Source: an optimization exercise on an open RTL-to-GDS flow (aim: small area, a short achievable clock period and few clock cycles per item). Production flows keep margins and buffers that such runs may drop.
Only simulation tests tie the RTL to the original design; equivalence was not proved.
No activity file was given, so power comes from the tool's default toggle rates.

==> flow/standard.sh <==
#!/bin/bash
# synth_recipe.tcl (not shown) runs the flow's synth.tcl, then flattens the netlist and writes it again
# the make line also repeats each setting of config.mk as NAME=value (left out here)
make -C /OpenROAD-flow-scripts/flow DESIGN_CONFIG=/design/flow/config.mk WORK_HOME=/design/flow/orfs CLKGATE_MAP_FILE= SYNTH_SCRIPT=/design/flow/synth_recipe.tcl "${@:-finish}"
==> flow/design.v <==
module multiplier_1(
    input clk,
    input res_n,
    input start,
    output reg done,
    input [15:0] arg1,
    input [15:0] arg2,
    output reg [31:0] product
    );
    reg [0:0] cnt;             
    reg busy;                      
    reg [15:0] S, C;               
    reg [7:0] LS, LC;              
    reg [7:0] L;                  
    wire [15:0] b = arg2;          
    wire [7:0] x = busy ? b[15:8] : b[7:0];
    wire [23:0] hi = ~({S, LS} + {C, LC} + 1'b1);    
    wire [8:0] lo = {hi[8] ^ S[0] ^ C[0], hi[7:0]};   
    wire [15:0] as = ~(busy ? ~S : 16'd0);
    wire [15:0] ac = ~(busy ? ~C : 16'd0);
    wire aci = ~(busy & lo[8]);
    wire [15:0] pp0 = ~(x[0] ? arg1 : 16'd0);
    wire [15:0] pp1 = ~(x[1] ? arg1 : 16'd0);
    wire [15:0] pp2 = ~(x[2] ? arg1 : 16'd0);
    wire [15:0] pp3 = ~(x[3] ? arg1 : 16'd0);
    wire [15:0] pp4 = ~(x[4] ? arg1 : 16'd0);
    wire [15:0] pp5 = ~(x[5] ? arg1 : 16'd0);
    wire [15:0] pp6 = ~(x[6] ? arg1 : 16'd0);
    wire [15:0] pp7 = ~(x[7] ? arg1 : 16'd0);
    wire s1;
    wire c2;
    wire s3;
    wire c4;
    wire s5;
    wire c6;
    wire s7;
    wire c8;
    wire s9;
    wire c10;
    wire s11;
    wire c12;
    wire s13;
    wire c14;
    wire s15;
    wire c16;
    wire s17;
    wire c18;
    wire s19;
    wire c20;
    wire s21;
    wire c22;
    wire s23;
    wire c24;
    wire s25;
    wire c26;
    wire s27;
    wire c28;
    wire s29;
    wire c30;
    wire s31;
    wire c32;
    wire s33;
    wire c34;
    wire s35;
    wire c36;
    wire s37;
    wire c38;
    wire s39;
    wire c40;
    wire s41;
    wire c42;
    wire s43;
    wire c44;
    wire s45;
    wire c46;
    wire s47;
    wire c48;
    wire s49;
    wire c50;
    wire s51;
    wire c52;
    wire s53;
    wire c54;
    wire s55;
    wire c56;
    wire s57;
    wire c58;
    wire s59;
    wire c60;
    wire s61;
    wire c62;
    wire s63;
    wire c64;
    wire s65;
    wire c66;
    wire s67;
    wire c68;
    wire s69;
    wire c70;
    wire s71;
    wire c72;
    wire s73;
    wire c74;
    wire s75;
    wire c76;
    wire s77;
    wire c78;
    wire s79;
    wire c80;
    wire s81;
    wire c82;
    wire s83;
    wire c84;
    wire s85;
    wire c86;
    wire s87;
    wire c88;
    wire s89;
    wire c90;
    wire s91;
    wire c92;
    wire s93;
    wire c94;
    wire s95;
    wire c96;
    wire s97;
    wire c98;
    wire s99;
    wire c100;
    wire s101;
    wire c102;
    wire s103;
    wire c104;
    wire s105;
    wire c106;
    wire s107;
    wire c108;
    wire s109;
    wire c110;
    wire s111;
    wire c112;
    wire s113;
    wire c114;
    wire s115;
    wire c116;
    wire s117;
    wire c118;
    wire s119;
    wire c120;
    wire s121;
    wire c122;
    wire s123;
    wire c124;
    wire s125;
    wire c126;
    wire s127;
    wire c128;
    wire s129;
    wire c130;
    wire s131;
    wire c132;
    wire s133;
    wire c134;
    wire s135;
    wire c136;
    wire s137;
    wire c138;
    wire s139;
    wire c140;
    wire s141;
    wire c142;
    wire s143;
    wire c144;
    wire s145;
    wire c146;
    wire s147;
    wire c148;
    wire s149;
    wire c150;
    wire s151;
    wire c152;
    wire s153;
    wire c154;
    wire s155;
    wire c156;
    wire s157;
    wire c158;
    wire s159;
    wire c160;
    wire s161;
    wire c162;
    wire s163;
    wire c164;
    wire s165;
    wire c166;
    wire s167;
    wire c168;
    wire s169;
    wire c170;
    wire s171;
    wire c172;
    wire s173;
    wire c174;
    wire s175;
    wire c176;
    wire s177;
    wire c178;
    wire s179;
    wire c180;
    wire s181;
    wire c182;
    wire s183;
    wire c184;
    wire s185;
    wire c186;
    wire s187;
    wire c188;
    wire s189;
    wire c190;
    wire s191;
    wire c192;
    wire s193;
    wire c194;
    wire s195;
    wire c196;
    wire s197;
    wire c198;
    wire s199;
    wire c200;
    wire s201;
    wire c202;
    wire s203;
    wire c204;
    wire s205;
    wire c206;
    wire s207;
    wire c208;
    wire s209;
    wire c210;
    wire s211;
    wire c212;
    wire s213;
    wire c214;
    wire s215;
    wire c216;
    wire s217;
    wire c218;
    wire s219;
    wire c220;
    wire s221;
    wire c222;
    wire s223;
    wire c224;
    wire s225;
    wire c226;
    wire s227;
    wire c228;
    wire s229;
    wire c230;
    wire s231;
    wire c232;
    wire s233;
    wire c234;
    wire s235;
    wire c236;
    wire s237;
    wire c238;
    wire s239;
    wire c240;
    wire s241;
    wire c242;
    wire s243;
    wire c244;
    wire s245;
    wire c246;
    wire s247;
    wire c248;
    wire s249;
    wire c250;
    wire s251;
    wire c252;
    wire s253;
    wire c254;
    wire s255;
    wire c256;
    wire s257;
    wire c258;
    mul_fa us1 (.a(as[7]), .b(ac[7]), .c(1'b1), .s(s1), .co(c2));
    mul_fa us3 (.a(as[8]), .b(ac[8]), .c(pp0[8]), .s(s3), .co(c4));
    mul_fa us5 (.a(as[9]), .b(ac[9]), .c(pp0[9]), .s(s5), .co(c6));
    mul_fa us7 (.a(as[10]), .b(ac[10]), .c(pp0[10]), .s(s7), .co(c8));
    mul_fa us9 (.a(as[11]), .b(ac[11]), .c(pp0[11]), .s(s9), .co(c10));
    mul_fa us11 (.a(as[12]), .b(ac[12]), .c(pp0[12]), .s(s11), .co(c12));
    mul_fa us13 (.a(as[13]), .b(ac[13]), .c(pp0[13]), .s(s13), .co(c14));
    mul_fa us15 (.a(as[14]), .b(ac[14]), .c(pp0[14]), .s(s15), .co(c16));
    mul_fa us17 (.a(as[15]), .b(ac[15]), .c(pp0[15]), .s(s17), .co(c18));
    mul_fa us19 (.a(as[4]), .b(ac[4]), .c(1'b1), .s(s19), .co(c20));
    mul_fa us21 (.a(as[5]), .b(ac[5]), .c(pp0[5]), .s(s21), .co(c22));
    mul_fa us23 (.a(pp1[4]), .b(pp2[3]), .c(1'b1), .s(s23), .co(c24));
    mul_fa us25 (.a(as[6]), .b(ac[6]), .c(pp0[6]), .s(s25), .co(c26));
    mul_fa us27 (.a(pp1[5]), .b(pp2[4]), .c(pp3[3]), .s(s27), .co(c28));
    mul_fa us29 (.a(pp4[2]), .b(pp5[1]), .c(1'b1), .s(s29), .co(c30));
    mul_fa us31 (.a(s1), .b(pp0[7]), .c(pp1[6]), .s(s31), .co(c32));
    mul_fa us33 (.a(pp2[5]), .b(pp3[4]), .c(pp4[3]), .s(s33), .co(c34));
    mul_fa us35 (.a(pp5[2]), .b(pp6[1]), .c(pp7[0]), .s(s35), .co(c36));
    mul_fa us37 (.a(s3), .b(pp1[7]), .c(pp2[6]), .s(s37), .co(c38));
    mul_fa us39 (.a(pp3[5]), .b(pp4[4]), .c(pp5[3]), .s(s39), .co(c40));
    mul_fa us41 (.a(pp6[2]), .b(pp7[1]), .c(c2), .s(s41), .co(c42));
    mul_fa us43 (.a(s5), .b(pp1[8]), .c(pp2[7]), .s(s43), .co(c44));
    mul_fa us45 (.a(pp3[6]), .b(pp4[5]), .c(pp5[4]), .s(s45), .co(c46));
    mul_fa us47 (.a(pp6[3]), .b(pp7[2]), .c(c4), .s(s47), .co(c48));
    mul_fa us49 (.a(s7), .b(pp1[9]), .c(pp2[8]), .s(s49), .co(c50));
    mul_fa us51 (.a(pp3[7]), .b(pp4[6]), .c(pp5[5]), .s(s51), .co(c52));
    mul_fa us53 (.a(pp6[4]), .b(pp7[3]), .c(c6), .s(s53), .co(c54));
    mul_fa us55 (.a(s9), .b(pp1[10]), .c(pp2[9]), .s(s55), .co(c56));
    mul_fa us57 (.a(pp3[8]), .b(pp4[7]), .c(pp5[6]), .s(s57), .co(c58));
    mul_fa us59 (.a(pp6[5]), .b(pp7[4]), .c(c8), .s(s59), .co(c60));
    mul_fa us61 (.a(s11), .b(pp1[11]), .c(pp2[10]), .s(s61), .co(c62));
    mul_fa us63 (.a(pp3[9]), .b(pp4[8]), .c(pp5[7]), .s(s63), .co(c64));
    mul_fa us65 (.a(pp6[6]), .b(pp7[5]), .c(c10), .s(s65), .co(c66));
    mul_fa us67 (.a(s13), .b(pp1[12]), .c(pp2[11]), .s(s67), .co(c68));
    mul_fa us69 (.a(pp3[10]), .b(pp4[9]), .c(pp5[8]), .s(s69), .co(c70));
    mul_fa us71 (.a(pp6[7]), .b(pp7[6]), .c(c12), .s(s71), .co(c72));
    mul_fa us73 (.a(s15), .b(pp1[13]), .c(pp2[12]), .s(s73), .co(c74));
    mul_fa us75 (.a(pp3[11]), .b(pp4[10]), .c(pp5[9]), .s(s75), .co(c76));
    mul_fa us77 (.a(pp6[8]), .b(pp7[7]), .c(c14), .s(s77), .co(c78));
    mul_fa us79 (.a(s17), .b(pp1[14]), .c(pp2[13]), .s(s79), .co(c80));
    mul_fa us81 (.a(pp3[12]), .b(pp4[11]), .c(pp5[10]), .s(s81), .co(c82));
    mul_fa us83 (.a(pp6[9]), .b(pp7[8]), .c(c16), .s(s83), .co(c84));
    mul_fa us85 (.a(pp1[15]), .b(pp2[14]), .c(pp3[13]), .s(s85), .co(c86));
    mul_fa us87 (.a(pp4[12]), .b(pp5[11]), .c(pp6[10]), .s(s87), .co(c88));
    mul_fa us89 (.a(pp7[9]), .b(c18), .c(1'b1), .s(s89), .co(c90));
    mul_fa us91 (.a(pp2[15]), .b(pp3[14]), .c(pp4[13]), .s(s91), .co(c92));
    mul_fa us93 (.a(pp5[12]), .b(pp6[11]), .c(1'b1), .s(s93), .co(c94));
    mul_fa us95 (.a(pp3[15]), .b(pp4[14]), .c(1'b1), .s(s95), .co(c96));
    mul_fa us97 (.a(as[2]), .b(ac[2]), .c(1'b1), .s(s97), .co(c98));
    mul_fa us99 (.a(as[3]), .b(ac[3]), .c(pp0[3]), .s(s99), .co(c100));
    mul_fa us101 (.a(pp1[2]), .b(pp2[1]), .c(1'b1), .s(s101), .co(c102));
    mul_fa us103 (.a(s19), .b(pp0[4]), .c(pp1[3]), .s(s103), .co(c104));
    mul_fa us105 (.a(pp2[2]), .b(pp3[1]), .c(pp4[0]), .s(s105), .co(c106));
    mul_fa us107 (.a(s21), .b(s23), .c(pp3[2]), .s(s107), .co(c108));
    mul_fa us109 (.a(pp4[1]), .b(pp5[0]), .c(c20), .s(s109), .co(c110));
    mul_fa us111 (.a(s25), .b(s27), .c(s29), .s(s111), .co(c112));
    mul_fa us113 (.a(pp6[0]), .b(c22), .c(c24), .s(s113), .co(c114));
    mul_fa us115 (.a(s31), .b(s33), .c(s35), .s(s115), .co(c116));
    mul_fa us117 (.a(c26), .b(c28), .c(c30), .s(s117), .co(c118));
    mul_fa us119 (.a(s37), .b(s39), .c(s41), .s(s119), .co(c120));
    mul_fa us121 (.a(c32), .b(c34), .c(c36), .s(s121), .co(c122));
    mul_fa us123 (.a(s43), .b(s45), .c(s47), .s(s123), .co(c124));
    mul_fa us125 (.a(c38), .b(c40), .c(c42), .s(s125), .co(c126));
    mul_fa us127 (.a(s49), .b(s51), .c(s53), .s(s127), .co(c128));
    mul_fa us129 (.a(c44), .b(c46), .c(c48), .s(s129), .co(c130));
    mul_fa us131 (.a(s55), .b(s57), .c(s59), .s(s131), .co(c132));
    mul_fa us133 (.a(c50), .b(c52), .c(c54), .s(s133), .co(c134));
    mul_fa us135 (.a(s61), .b(s63), .c(s65), .s(s135), .co(c136));
    mul_fa us137 (.a(c56), .b(c58), .c(c60), .s(s137), .co(c138));
    mul_fa us139 (.a(s67), .b(s69), .c(s71), .s(s139), .co(c140));
    mul_fa us141 (.a(c62), .b(c64), .c(c66), .s(s141), .co(c142));
    mul_fa us143 (.a(s73), .b(s75), .c(s77), .s(s143), .co(c144));
    mul_fa us145 (.a(c68), .b(c70), .c(c72), .s(s145), .co(c146));
    mul_fa us147 (.a(s79), .b(s81), .c(s83), .s(s147), .co(c148));
    mul_fa us149 (.a(c74), .b(c76), .c(c78), .s(s149), .co(c150));
    mul_fa us151 (.a(s85), .b(s87), .c(s89), .s(s151), .co(c152));
    mul_fa us153 (.a(c80), .b(c82), .c(c84), .s(s153), .co(c154));
    mul_fa us155 (.a(s91), .b(s93), .c(pp7[10]), .s(s155), .co(c156));
    mul_fa us157 (.a(c86), .b(c88), .c(c90), .s(s157), .co(c158));
    mul_fa us159 (.a(s95), .b(pp5[13]), .c(pp6[12]), .s(s159), .co(c160));
    mul_fa us161 (.a(pp7[11]), .b(c92), .c(c94), .s(s161), .co(c162));
    mul_fa us163 (.a(pp4[15]), .b(pp5[14]), .c(pp6[13]), .s(s163), .co(c164));
    mul_fa us165 (.a(pp7[12]), .b(c96), .c(1'b1), .s(s165), .co(c166));
    mul_fa us167 (.a(pp5[15]), .b(pp6[14]), .c(1'b1), .s(s167), .co(c168));
    mul_fa us169 (.a(as[0]), .b(ac[0]), .c(1'b1), .s(s169), .co(c170));
    mul_fa us171 (.a(as[1]), .b(ac[1]), .c(pp0[1]), .s(s171), .co(c172));
    mul_fa us173 (.a(s97), .b(pp0[2]), .c(pp1[1]), .s(s173), .co(c174));
    mul_fa us175 (.a(s99), .b(s101), .c(pp3[0]), .s(s175), .co(c176));
    mul_fa us177 (.a(s103), .b(s105), .c(c100), .s(s177), .co(c178));
    mul_fa us179 (.a(s107), .b(s109), .c(c104), .s(s179), .co(c180));
    mul_fa us181 (.a(s111), .b(s113), .c(c108), .s(s181), .co(c182));
    mul_fa us183 (.a(s115), .b(s117), .c(c112), .s(s183), .co(c184));
    mul_fa us185 (.a(s119), .b(s121), .c(c116), .s(s185), .co(c186));
    mul_fa us187 (.a(s123), .b(s125), .c(c120), .s(s187), .co(c188));
    mul_fa us189 (.a(s127), .b(s129), .c(c124), .s(s189), .co(c190));
    mul_fa us191 (.a(s131), .b(s133), .c(c128), .s(s191), .co(c192));
    mul_fa us193 (.a(s135), .b(s137), .c(c132), .s(s193), .co(c194));
    mul_fa us195 (.a(s139), .b(s141), .c(c136), .s(s195), .co(c196));
    mul_fa us197 (.a(s143), .b(s145), .c(c140), .s(s197), .co(c198));
    mul_fa us199 (.a(s147), .b(s149), .c(c144), .s(s199), .co(c200));
    mul_fa us201 (.a(s151), .b(s153), .c(c148), .s(s201), .co(c202));
    mul_fa us203 (.a(s155), .b(s157), .c(c152), .s(s203), .co(c204));
    mul_fa us205 (.a(s159), .b(s161), .c(c156), .s(s205), .co(c206));
    mul_fa us207 (.a(s163), .b(s165), .c(c160), .s(s207), .co(c208));
    mul_fa us209 (.a(s167), .b(pp7[13]), .c(c164), .s(s209), .co(c210));
    mul_fa us211 (.a(pp6[15]), .b(pp7[14]), .c(1'b1), .s(s211), .co(c212));
    mul_fa us213 (.a(s169), .b(aci), .c(1'b1), .s(s213), .co(c214));
    mul_fa us215 (.a(s171), .b(pp1[0]), .c(c170), .s(s215), .co(c216));
    mul_fa us217 (.a(s173), .b(pp2[0]), .c(c172), .s(s217), .co(c218));
    mul_fa us219 (.a(s175), .b(c98), .c(c174), .s(s219), .co(c220));
    mul_fa us221 (.a(s177), .b(c102), .c(c176), .s(s221), .co(c222));
    mul_fa us223 (.a(s179), .b(c106), .c(c178), .s(s223), .co(c224));
    mul_fa us225 (.a(s181), .b(c110), .c(c180), .s(s225), .co(c226));
    mul_fa us227 (.a(s183), .b(c114), .c(c182), .s(s227), .co(c228));
    mul_fa us229 (.a(s185), .b(c118), .c(c184), .s(s229), .co(c230));
    mul_fa us231 (.a(s187), .b(c122), .c(c186), .s(s231), .co(c232));
    mul_fa us233 (.a(s189), .b(c126), .c(c188), .s(s233), .co(c234));
    mul_fa us235 (.a(s191), .b(c130), .c(c190), .s(s235), .co(c236));
    mul_fa us237 (.a(s193), .b(c134), .c(c192), .s(s237), .co(c238));
    mul_fa us239 (.a(s195), .b(c138), .c(c194), .s(s239), .co(c240));
    mul_fa us241 (.a(s197), .b(c142), .c(c196), .s(s241), .co(c242));
    mul_fa us243 (.a(s199), .b(c146), .c(c198), .s(s243), .co(c244));
    mul_fa us245 (.a(s201), .b(c150), .c(c200), .s(s245), .co(c246));
    mul_fa us247 (.a(s203), .b(c154), .c(c202), .s(s247), .co(c248));
    mul_fa us249 (.a(s205), .b(c158), .c(c204), .s(s249), .co(c250));
    mul_fa us251 (.a(s207), .b(c162), .c(c206), .s(s251), .co(c252));
    mul_fa us253 (.a(s209), .b(c166), .c(c208), .s(s253), .co(c254));
    mul_fa us255 (.a(s211), .b(c168), .c(c210), .s(s255), .co(c256));
    mul_fa us257 (.a(pp7[15]), .b(c212), .c(1'b1), .s(s257), .co(c258));
    wire [23:0] ra = {c258, s257, s255, s253, s251, s249, s247, s245, s243, s241, s239, s237, s235, s233, s231, s229, s227, s225, s223, s221, s219, s217, s215, s213};
    wire [23:0] rb = {1'b1, c256, c254, c252, c250, c248, c246, c244, c242, c240, c238, c236, c234, c232, c230, c228, c226, c224, c222, c220, c218, c216, c214, pp0[0]};
    always @(*) product = {hi[23:0], L};
    always @(posedge clk) begin
        if (!res_n) begin
            done <= 1'b0;
            busy <= 1'b0;
            cnt <= 0;
        end else if (!done && (busy || start)) begin
            cnt <= (cnt == 1) ? 0 : cnt + 1'b1;
            busy <= (cnt != 1);
            if (cnt == 1) done <= 1'b1;
        end
        if (!done) begin
            S <= ra[23:8];
            C <= rb[23:8];
            LS <= ra[7:0];
            LC <= rb[7:0];
            L <= lo[7:0];
        end
    end
endmodule
module mul_fa(input a, input b, input c, output s, output co);
    assign {co, s} = a + b + c;
endmodule
==> flow/config.mk <==
export PLATFORM = sky130hd
export DESIGN_NAME = multiplier_1
export DESIGN_NICKNAME = multiplier_1
export VERILOG_FILES = /design/flow/design.v
export SDC_FILE = /design/flow/constraint.sdc
export NUM_CORES = 4
export LEC_CHECK = 0
export CAP_MARGIN = 20
export CORE_MARGIN = 2
export CORE_UTILIZATION = 40
export PLACE_DENSITY = 0.6
export SETUP_SLACK_MARGIN = 1.0
export SLEW_MARGIN = 20
export SYNTH_HIERARCHICAL = 1
==> flow/flow/run.sh <==
#!/bin/bash
# The standard layout, with every port buffered by the smallest buffer
# (sky130_fd_sc_hd__buf_1) and a leaner clock tree.
set -euo pipefail
bash standard.sh BUFFER_PORTS_ARGS="-buffer_cell sky130_fd_sc_hd__buf_1" CTS_ARGS="-sink_clustering_enable -repair_clock_nets -dont_use_dummy_load -buf_list sky130_fd_sc_hd__clkbuf_8" > standard.log 2>&1
==> flow/constraint.sdc <==
create_clock -name core_clock -period 5.0 [get_ports {clk}]
set_input_delay 1.0000 -clock core_clock [delete_from_list [all_inputs] [get_ports {clk}]]
set_output_delay 1.0000 -clock core_clock [all_outputs]
set_load 0.01 [all_outputs]
==> results.txt <==
-- worst max-delay path: cells and delay by family --
family | cells | cell delay, ns
muxes | 1 | 0.38
and+or+nand+nor | 1 | 0.06
buffers and inverters | 2 | 0.25
adders and majority gates | 5 | 2.35
-- per-layer routing --
layer	vias to the layer above	GRT usage	routed length (um)
li1	1945	-	-
met3	37	0.0463	858
met4	0	0.0873	469
met2	166	0.363	8460
met5	-	0	0
met1	2290	0.252	6620
-- Yosys stat by module, one instance, submodules excluded --
module / cell area (sq um) / copies in the design
multiplier_1: 3780 / 1
mul_fa: 20.0 / 129
-- worst max path at each step --
stage | startpoint | endpoint | slack, ns | cells past startpoint
after global placement | arg2[0] | S[7]$_DFFE_PN_ | 0.78 | 8
after global routing | C[0]$_DFFE_PN_ | product[30] | 1.01 | 9
after floorplan | arg2[0] | S[0]$_DFFE_PN_ | 0.93 | 8
after CTS | LS[0]$_DFFE_PN_ | product[28] | 0.88 | 11
final | arg2[0] | S[1]$_DFFE_PN_ | 1.05 | 9
after detailed placement | arg2[0] | S[7]$_DFFE_PN_ | 0.70 | 8
-- flip-flops by register name, indices dropped and copies added, names as in the netlist --
signal	count
done	1
C	15
S	16
L	8
busy	1
LC	8
LS	8
-- per-stage QoR --
step | hold WS [ns] | worst slack (ns)
3_5_place_dp | 0.540 | 0.701
4_1_cts | 0.549 | 0.882
6_report | 0.558 | 1.05
3_3_place_gp | 0.520 | 0.781
2_1_floorplan | 0.521 | 0.927
5_1_grt | 0.571 | 1.01
-- cell families after synthesis --
| group | after synthesis | synth area share |
|---|---|---|
| compound gates | 62 | 0.0613 |
| flops | 57 | 0.266 |
| buf+inv | 38 | 0.0224 |
| other cells | 1 | 0.000589 |
| mux | 9 | 0.0157 |
| xor+xnor | 24 | 0.0330 |
| simple gates | 214 | 0.147 |
| fa+ha+maj | 153 | 0.454 |
-- synth_stat cells, types with 5 or more instances --
cell / number / area, sq um
a21o_1: 6 / 45.0
edfxtp_1: 55 / 1650
o21ai_0: 14 / 70.1
buf_1: 16 / 60.1
ha_1: 23 / 288
nand2b_1: 36 / 225
clkbuf_1: 15 / 56.3
xor2_1: 12 / 105
a21oi_1: 19 / 95.1
nand2_1: 145 / 544
xnor2_1: 12 / 105
nor2_1: 15 / 56.3
fa_1: 130 / 2600
mux2_2: 8 / 90.1
inv_1: 7 / 26.3
o21a_1: 5 / 37.5
-- placed cells by master, fill, tap and decap left out, types with 2 or more instances in the layout --
| cell type | n |
|---|---|
| edfxtp_1 | 55 |
| ha_1 | 23 |
| o22ai_1 | 2 |
| nor2b_1 | 3 |
| inv_1 | 6 |
| o21a_1 | 5 |
| fa_2 | 7 |
| nor3_1 | 2 |
| fa_1 | 123 |
| and2_1 | 3 |
| nand2_2 | 7 |
| a31oi_1 | 2 |
| a211oi_1 | 2 |
| a21boi_0 | 2 |
| o21ai_0 | 11 |
| conb_1 | 16 |
| nand2b_1 | 35 |
| clkbuf_8 | 9 |
| buf_4 | 8 |
| mux2_2 | 6 |
| nand4_1 | 3 |
| a21o_1 | 6 |
| nor2_1 | 15 |
| buf_1 | 66 |
| nand2_1 | 138 |
| nand3_1 | 3 |
| and3_1 | 3 |
| xor2_1 | 12 |
| a21oi_1 | 18 |
| xnor2_1 | 12 |
| o211ai_1 | 2 |
| o21ai_1 | 3 |
| mux2_4 | 2 |
-- cell type report --
class	count	area, sq um	area share
multi-input cells	478	4670	0.658
well taps	216	270	0.0381
clock buffers	9	124	0.0175
repair buffers	75	313	0.0441
inverters	7	26.3	0.00370
flip-flops and latches	57	1690	0.239
-- power by group through the flow --
stage	Clock, mW	Sequential, mW	Combinational (mW)
after global placement	0	1.02	2.99
after detailed placement	0	1.02	3.08
after floorplan	0	0.971	2.19
final	0.339	1.01	3.16
after global routing	0.361	1.03	3.53
after CTS	0.344	1.01	3.10
-- timing repair --
action                                  4_1_cts  5_1_grt
endpoints found under the hold margin         0        0
setup buffers                                 0        2
cloned                                        0        0
endpoints found under the setup margin       18        9
gates resized for setup                       5       10
==> results.txt <==
status=timing/DRC/antenna clean; crit end category=register; PwrDens=635 nW/um^2; Post-Place Cells=831; Core Area=15,700 sq um; Reg2Reg Depth=8; Rows=46; DRC errors left=0; later-pin clock latency in the skew report=0.36 ns; Total Nets Final=816; placer congestion estimate=0.891; port bufs=67; Startpoint Class=primary input; Clk network pwr share=0.075; Root Driver=clkbuf_8; Switching Fraction=0.480; slew margin rel.=0.653; fmax=253 MHz; CP Class=in2reg; Ys Warns=7; worst hold path class=reg2reg; vias in the first global route=4,993; Hold Crit Start=done$_SDFFE_PN0P_; layout cells sized above 1=0.0799; Cell Chain, Critical Path=buf_1 -> mux2_4 -> buf_4 -> nand2_2 -> fa_1 -> fa_2 -> fa_1 -> fa_1 -> fa_1; fillers=1,458; LEAKAGE=2.38 nW; Total Routing Usage GR=0.209; Finished Layout Cells=842; final WL=16,400 um; Sequential Power Share=0.223; most used cell, CP=fa_1; Min Clock Period, post-route=3.95 ns; sequential share of the synthesized area=0.266; beginning of the worst register-to-register path=busy$_SDFFE_PN0P_; Crit path required time=5.11 ns; Area growth syn-to-layout=11.4%; #FFs+latches synth=57; Final Hold Fails=0; CP Data Arrival Time=4.06 ns; clock buffer depth=2; clk sinks=57; Initial Utilization=0.405; Worst-path clk slew=0.07 ns; Post-Place Cell Area=6910 sq um; Post-synth ARST share=0; RSZ-0062 raised after global routing=false; Die Y=130 um; CP max-delay cell=fa_2; Mapped Area=6370 sq um; Final Power=4.51 mW; ant diodes=0; worst clock skew=0.0198 ns; worst-margin pin slew=0.520 ns; Worst R2R Setup Slack=1.12 ns; crit share post-route=0.791; hold path depth=2; critical-path maximum fanout=14; DR vias/cell=5.27; IO Count=68; wire length of the first global-routing pass=26,300 um; number of synthesized flops with an enable pin=55; die area=16,900 sq um; NetSw=2.16 mW; Routed Antenna Nets=0; drt first pass iters=4; Final Core Density=0.452; Final Cell Area=7090 sq um; aggregate global routing overflow=0; Worst Hold Path EP=busy$_SDFFE_PN0P_; Internal=2.34 mW; Syn Inst Count=558; Die W=130 um; htree depth=3; Initial DRC Count=263; prevailing post-synth register cell=edfxtp_1; DR vias=4,438; routed len/inst=19.5 um; Final Slew Violations=0; Yosys cell types=38; worst vdd ir=344 uV; reg-to-reg critical path endpoint=S[1]$_DFFE_PN_; final setup TNS=0 ns; CTS tree=done; initial antenna violation count=0; hold_buf cts=0; Synth Area per Inst=11.4 sq um; Num CTS Buffers=9; maxcap violations=0; largest net degree at the start of global routing=36; Finish-stage setup viols=0; Gate power share=0.701; CP peak stage delay=0.54 ns; HPWL after DPL=12,500 um
Testbench counts, summed over its fixed seeds: cycles 568, items 192.

[port drivers added, routing unchanged]
In the flow no input, the clock included, has a driving cell. The finished layout below was timed again as built, in two steps. Step 1, drivers: a clkbuf_16 drives clk and a buf_2 each remaining input, both assumed. Step 2, shift: input delay + t, output delay - t, t = (earliest + latest rising clock arrival at the registers) / 2. This alone moves slack from input paths to output paths. Slacks: ideal ports / drivers / drivers and shift; pairs: ideal ports / drivers.
shift t [ns]: 0.389
setup slack, ns: 1.046 / 1.051 / 0.663
hold slack, ns: 0.558 / 0.558 / 0.558
worst setup path after step 2: input to register
worst slew at a driven data input, ns: 0.04
After both steps setup and hold are still met in this run. For this run, drivers alone change the setup slack by +0.005 ns; drivers and shift together by -0.383 ns.
